Source: an optimization exercise on an open RTL-to-GDS flow (aim: a short achievable clock period and few clock cycles). Production flows keep margins and buffers that such runs may drop. No activity file was given, so power comes from the tool's default toggle rates.

== rev 12 ==
==> module ALU, before the edit <==
module ALU(en, instruction, input_a, input_b, shift_oh, lt, din, din_en, result, bus);
	input wire en;                 
	input wire [8:0] input_a, input_b;
	input wire [2:0] instruction;
	input wire [8:0] shift_oh;    
	input wire [8:0] din;         
	input wire din_en;
	output wire [8:0] bus;        
	input wire lt;                
	output wire [8:0] result;
	localparam MV = 3'b000, ADD = 3'b010, SUB = 3'b011, SLL = 3'b111, SRL = 3'b110;
	wire [7:0] a = input_a[7:0];
	wire [7:0] b = input_b[7:0];
	wire sa = input_a[8];
	wire sb = input_b[8];
	wire [7:0] cs;                        
	wire [7:0] gs_all, ps_all;
	ks_prefix8 u_s (.g(a & b), .p(a ^ b), .G(gs_all), .P(ps_all));
	assign cs = {gs_all[6:0], 1'b0};
	wire [7:0] pd = ~(a ^ b);
	wire [7:0] gd = a & ~b;
	wire [7:0] Gd, Pd;
	ks_prefix8 u_d (.g(gd), .p(pd), .G(Gd), .P(Pd));
	wire [7:0] c0 = {Gd[6:0], 1'b0};               
	wire [7:0] c1 = {Gd[6:0] | Pd[6:0], 1'b1};     
	reg [7:0] shl, shr;
	integer j, k;
	always @*
	begin
		shl = 8'b0;
		shr = 8'b0;
		for (j = 0; j < 8; j = j + 1)
			for (k = 0; k < 8; k = k + 1)
			begin
				if (k <= j)
					shl[j] = shl[j] | (a[j-k] & shift_oh[k]);
				if (j + k < 8)
					shr[j] = shr[j] | (a[j+k] & shift_oh[k]);
			end
	end
	wire is_add = en & (instruction == ADD);
	wire is_sub = en & (instruction == SUB);
	wire is_sll = en & (instruction == SLL);
	wire is_srl = en & (instruction == SRL);
	wire is_mv  = en & (instruction == MV);
	wire eq_s   = (sa == sb);
	wire use_sum  = (is_add & eq_s) | (is_sub & ~sa & sb);
	wire use_absd = (is_add & ~eq_s) | (is_sub & eq_s);
	wire use_bma  = is_sub & sa & ~sb;
	wire sel_sum = use_sum;
	wire sel_bma = use_bma | (use_absd & lt);
	wire sel_amb = use_absd & ~lt;
	wire [7:0] other = ({8{is_sll}} & shl) | ({8{is_srl}} & shr) | ({8{is_mv}} & b);
	wire any_arith = sel_sum | sel_amb | sel_bma;
	wire [7:0] p_sel = {8{any_arith}} & ((a ^ b) ^ {8{sel_amb}});
	wire [7:0] c_sel = ({8{sel_sum}} & cs) | ({8{sel_amb}} & c1) | ({8{sel_bma}} & c0);
	wire [7:0] arith = p_sel ^ c_sel;
	assign result[7:0] = arith | other;
	assign bus[7:0] = arith | other | ({8{din_en}} & din[7:0]);
	wire sgn_static = (is_mv & sb) | ((is_add | is_sub | is_sll | is_srl) & sa);
	assign result[8] = use_absd ? (lt ^ (is_sub & sa)) : sgn_static;
	assign bus[8] = result[8] | (din_en & din[8]);
endmodule
==> module cpu_top, before the edit <==
module cpu_top (DIN, Resetn, Clock, Run, Done, BusWires, debug_reg0, debug_reg1,
debug_reg2, debug_reg3, debug_reg4, debug_reg5, debug_reg6, debug_reg7);
	input wire [8:0] DIN;
	input wire Resetn, Clock, Run;
	output wire Done;
	output wire [8:0] BusWires;
	output wire [8:0] debug_reg0, debug_reg1;
	output wire [8:0] debug_reg2, debug_reg3, debug_reg4, debug_reg5, debug_reg6, debug_reg7;
	localparam mvi = 3'b001;
	reg [8:0] R [0:7];
	reg [8:0] SH [0:7];  
	reg       pend;      
	reg [2:0] pend_x;    
	wire [2:0] op = DIN[8:6];
	wire [2:0] X  = DIN[5:3];
	wire [2:0] Y  = DIN[2:0];
	wire [7:0] xd, yd, yd2;
	dec3to8 decX (X, xd);
	dec3to8 decY (Y, yd);
	dec3to8 decY2 (Y, yd2);
	reg [8:0] a, b, oh;
	integer n;
	always @*
	begin
		a = 9'b0;
		b = 9'b0;
		oh = 9'b0;
		for (n = 0; n < 8; n = n + 1)
		begin
			a = a | ({9{xd[n]}} & R[n]);
			b = b | ({9{yd[n]}} & R[n]);
			oh = oh | ({9{yd2[n]}} & SH[n]);
		end
	end
	wire [7:0] xd2, yd3;
	dec3to8 decX2 (X, xd2);
	dec3to8 decY3 (Y, yd3);
	wire [63:0] LT;
	wire [7:0] wxd;    
	reg lt_sel;
	integer p, q;
	always @*
	begin
		lt_sel = 1'b0;
		for (p = 0; p < 8; p = p + 1)
			for (q = 0; q < 8; q = q + 1)
				lt_sel = lt_sel | (xd2[p] & yd3[q] & LT[p*8+q]);
	end
	wire [8:0] alu_out;
	ALU alu (.en(~pend), .instruction(op), .input_a(a), .input_b(b), .shift_oh(oh), .lt(lt_sel),
	          .din(DIN), .din_en(pend), .result(alu_out), .bus(BusWires));
	wire run_exec = Run & ~pend & (op != mvi);
	wire run_mvi  = Run & ~pend & (op == mvi);
	assign Done     = run_exec | pend;
	wire [8:0] wdata;
	mux_10_to_1 bus_write (.DIN(DIN), .alu_out(alu_out), .pend(pend), .bus_out(wdata));
	wire [8:0] wcmp;
	mux_10_to_1 bus_cmp (.DIN(DIN), .alu_out(alu_out), .pend(pend), .bus_out(wcmp));
	wire [8:0] bus_oh;
	num_on_bits pc (.num_in(wcmp[7:0]), .one_hot(bus_oh));
	wire [2:0] wx = pend ? pend_x : X;
	dec3to8 decW (wx, wxd);
	genvar gx, gy;
	generate
		for (gx = 0; gx < 8; gx = gx + 1) begin : g_ltx
			for (gy = 0; gy < 8; gy = gy + 1) begin : g_lty
				if (gx == gy) begin : g_same
					assign LT[gx*8+gy] = 1'b0;
				end else begin : g_pair
					reg lt_q;
					always @(posedge Clock, negedge Resetn)
						if (!Resetn)
							lt_q <= 1'b0;
						else if (Done & (wxd[gx] | wxd[gy]))
							lt_q <= wxd[gx] ? w_lt[gy] : w_gt[gx];
					assign LT[gx*8+gy] = lt_q;
				end
			end
		end
	endgenerate
	wire [7:0] w_lt, w_gt;
	genvar gj;
	generate
		for (gj = 0; gj < 8; gj = gj + 1) begin : g_cmp
			mag_lt c (.a(wcmp[7:0]), .b(R[gj][7:0]), .lt(w_lt[gj]), .gt(w_gt[gj]));
		end
	endgenerate
	integer i;
	always @(posedge Clock, negedge Resetn)
	begin
		if (!Resetn)
		begin
			pend <= 1'b0;
			pend_x <= 3'b0;
			for (i = 0; i < 8; i = i + 1)
			begin
				R[i] <= 9'b0;
				SH[i] <= 9'b1;
			end
		end
		else
		begin
			pend <= run_mvi;
			if (run_mvi)
				pend_x <= X;
			if (Done)
			begin
				R[wx] <= wdata;
				SH[wx] <= bus_oh;
			end
		end
	end
	assign debug_reg0 = R[0];
	assign debug_reg1 = R[1];
	assign debug_reg2 = R[2];
	assign debug_reg3 = R[3];
	assign debug_reg4 = R[4];
	assign debug_reg5 = R[5];
	assign debug_reg6 = R[6];
	assign debug_reg7 = R[7];
endmodule
Settings: LEC_CHECK=0, CAP_MARGIN=20, CORE_MARGIN=2, CORE_UTILIZATION=50, PLACE_DENSITY=0.7, SETUP_SLACK_MARGIN=3.5, SLEW_MARGIN=20, SYNTH_HIERARCHICAL=1, SYNTH_MINIMUM_KEEP_SIZE=0; clock period 7.5 ns.
run.sh (not shown) runs the stock make flow with config.mk's settings and CLKGATE_MAP_FILE= SYNTH_SCRIPT=/design/flow/synth_recipe.tcl, a recipe that flattens the netlist after the stock synthesis.
## Diff of input files: rev 13 against rev 12
diff --git a/flow/design.v b/flow/design.v
--- a/flow/design.v
+++ b/flow/design.v
@@ -39,16 +39,13 @@
 			4'b1111: c = 5'b10000;
 			default: c = 5'b01000;
 		endcase
 endmodule
-module ALU(en, instruction, input_a, input_b, shift_oh, lt, din, din_en, result, bus);
+module ALU(en, instruction, input_a, input_b, shift_oh, lt, result);
 	input wire en;                 
 	input wire [8:0] input_a, input_b;
 	input wire [2:0] instruction;
 	input wire [8:0] shift_oh;    
-	input wire [8:0] din;         
-	input wire din_en;
-	output wire [8:0] bus;        
 	input wire lt;                
 	output wire [8:0] result;
 	localparam MV = 3'b000, ADD = 3'b010, SUB = 3'b011, SLL = 3'b111, SRL = 3'b110;
 	wire [7:0] a = input_a[7:0];
@@ -58,14 +55,17 @@
 	wire [7:0] cs;                        
 	wire [7:0] gs_all, ps_all;
 	ks_prefix8 u_s (.g(a & b), .p(a ^ b), .G(gs_all), .P(ps_all));
 	assign cs = {gs_all[6:0], 1'b0};
+	wire [7:0] sum = (a ^ b) ^ cs;
 	wire [7:0] pd = ~(a ^ b);
 	wire [7:0] gd = a & ~b;
 	wire [7:0] Gd, Pd;
 	ks_prefix8 u_d (.g(gd), .p(pd), .G(Gd), .P(Pd));
 	wire [7:0] c0 = {Gd[6:0], 1'b0};               
 	wire [7:0] c1 = {Gd[6:0] | Pd[6:0], 1'b1};     
+	wire [7:0] amb = pd ^ c1;                      
+	wire [7:0] bma = ~(pd ^ c0);                   
 	reg [7:0] shl, shr;
 	integer j, k;
 	always @*
 	begin
@@ -92,17 +92,11 @@
 	wire sel_sum = use_sum;
 	wire sel_bma = use_bma | (use_absd & lt);
 	wire sel_amb = use_absd & ~lt;
 	wire [7:0] other = ({8{is_sll}} & shl) | ({8{is_srl}} & shr) | ({8{is_mv}} & b);
-	wire any_arith = sel_sum | sel_amb | sel_bma;
-	wire [7:0] p_sel = {8{any_arith}} & ((a ^ b) ^ {8{sel_amb}});
-	wire [7:0] c_sel = ({8{sel_sum}} & cs) | ({8{sel_amb}} & c1) | ({8{sel_bma}} & c0);
-	wire [7:0] arith = p_sel ^ c_sel;
-	assign result[7:0] = arith | other;
-	assign bus[7:0] = arith | other | ({8{din_en}} & din[7:0]);
+	assign result[7:0] = ({8{sel_sum}} & sum) | ({8{sel_bma}} & bma) | ({8{sel_amb}} & amb) | other;
 	wire sgn_static = (is_mv & sb) | ((is_add | is_sub | is_sll | is_srl) & sa);
 	assign result[8] = use_absd ? (lt ^ (is_sub & sa)) : sgn_static;
-	assign bus[8] = result[8] | (din_en & din[8]);
 endmodule
 module ks_prefix8(g, p, G, P);
 	input wire [7:0] g, p;
 	output wire [7:0] G, P;
@@ -220,19 +214,17 @@
 			for (q = 0; q < 8; q = q + 1)
 				lt_sel = lt_sel | (xd2[p] & yd3[q] & LT[p*8+q]);
 	end
 	wire [8:0] alu_out;
-	ALU alu (.en(~pend), .instruction(op), .input_a(a), .input_b(b), .shift_oh(oh), .lt(lt_sel),
-	          .din(DIN), .din_en(pend), .result(alu_out), .bus(BusWires));
+	ALU alu (.en(~pend), .instruction(op), .input_a(a), .input_b(b), .shift_oh(oh), .lt(lt_sel), .result(alu_out));
 	wire run_exec = Run & ~pend & (op != mvi);
 	wire run_mvi  = Run & ~pend & (op == mvi);
 	assign Done     = run_exec | pend;
 	wire [8:0] wdata;
+	mux_10_to_1 bus_port (.DIN(DIN), .alu_out(alu_out), .pend(pend), .bus_out(BusWires));
 	mux_10_to_1 bus_write (.DIN(DIN), .alu_out(alu_out), .pend(pend), .bus_out(wdata));
-	wire [8:0] wcmp;
-	mux_10_to_1 bus_cmp (.DIN(DIN), .alu_out(alu_out), .pend(pend), .bus_out(wcmp));
 	wire [8:0] bus_oh;
-	num_on_bits pc (.num_in(wcmp[7:0]), .one_hot(bus_oh));
+	num_on_bits pc (.num_in(wdata[7:0]), .one_hot(bus_oh));
 	wire [2:0] wx = pend ? pend_x : X;
 	dec3to8 decW (wx, wxd);
 	genvar gx, gy;
 	generate
@@ -255,9 +247,9 @@
 	wire [7:0] w_lt, w_gt;
 	genvar gj;
 	generate
 		for (gj = 0; gj < 8; gj = gj + 1) begin : g_cmp
-			mag_lt c (.a(wcmp[7:0]), .b(R[gj][7:0]), .lt(w_lt[gj]), .gt(w_gt[gj]));
+			mag_lt c (.a(wdata[7:0]), .b(R[gj][7:0]), .lt(w_lt[gj]), .gt(w_gt[gj]));
 		end
 	endgenerate
 	integer i;
 	always @(posedge Clock, negedge Resetn)
[summary]
- Maximum single-stage delay on the critical path on rev 13 is down relative to rev 12.
- Against rev 12 as the reference, rev 13 delivers a lower share of cells above drive strength 1.
- As of rev 13, cell-internal power had fallen by more than 10% compared to rev 12.
- Summary of rev 13 over rev 12: number of signal-net inverters in the final layout dropped 2.7%, area growth from synthesis to layout lost 5.0 points.
- On rev 13: final-layout fill cell count is 102 higher than what rev 12 gave.
- The sequential cell area of rev 12 and that of rev 13 are within noise of each other.
- Delta (rev 13 minus rev 12): layout buffer count excluding clock buffers -24; data arrival time of the worst path now sits lower; wire length after detailed routing shrank by 4000 µm; number of search-and-repair iterations in the first detailed-routing pass lower.
- Netlist area before placement (lower): rev 13
- Taking rev 13 over rev 12, the global-route wire length before repair ratio works out to 0.945.
No run of this note included a check of the RTL's function; only the layout flow was run.

[re-timing with driven ports]
No port has a modelled driver above. Below, the same layouts with a new extraction and two added sets of constraints.
Step 1 sets driving cells, clkbuf_16 on the clock port and buf_2 on the other inputs (assumed; they add their load-dependent delay and slew).
Step 2, shift: input delay + t, output delay - t, t = (earliest + latest rising clock arrival at the registers) / 2. This alone moves slack from input paths to output paths.
a / b / c = ideal / step 1 / step 2; a / b = the first two.
run	t (ns)	slack for setup (ns)	slew at the worst register clock pin (ns)
rev 12	0.522	1.522 / 1.444 / 1.031	0.10 / 0.10
rev 13	0.500	1.657 / 1.604 / 1.272	0.08 / 0.08
After both steps setup and hold are still met in every run listed. The setup slack of rev 12, which loses most, moves by -0.078 ns with the drivers and by -0.491 ns with both steps.
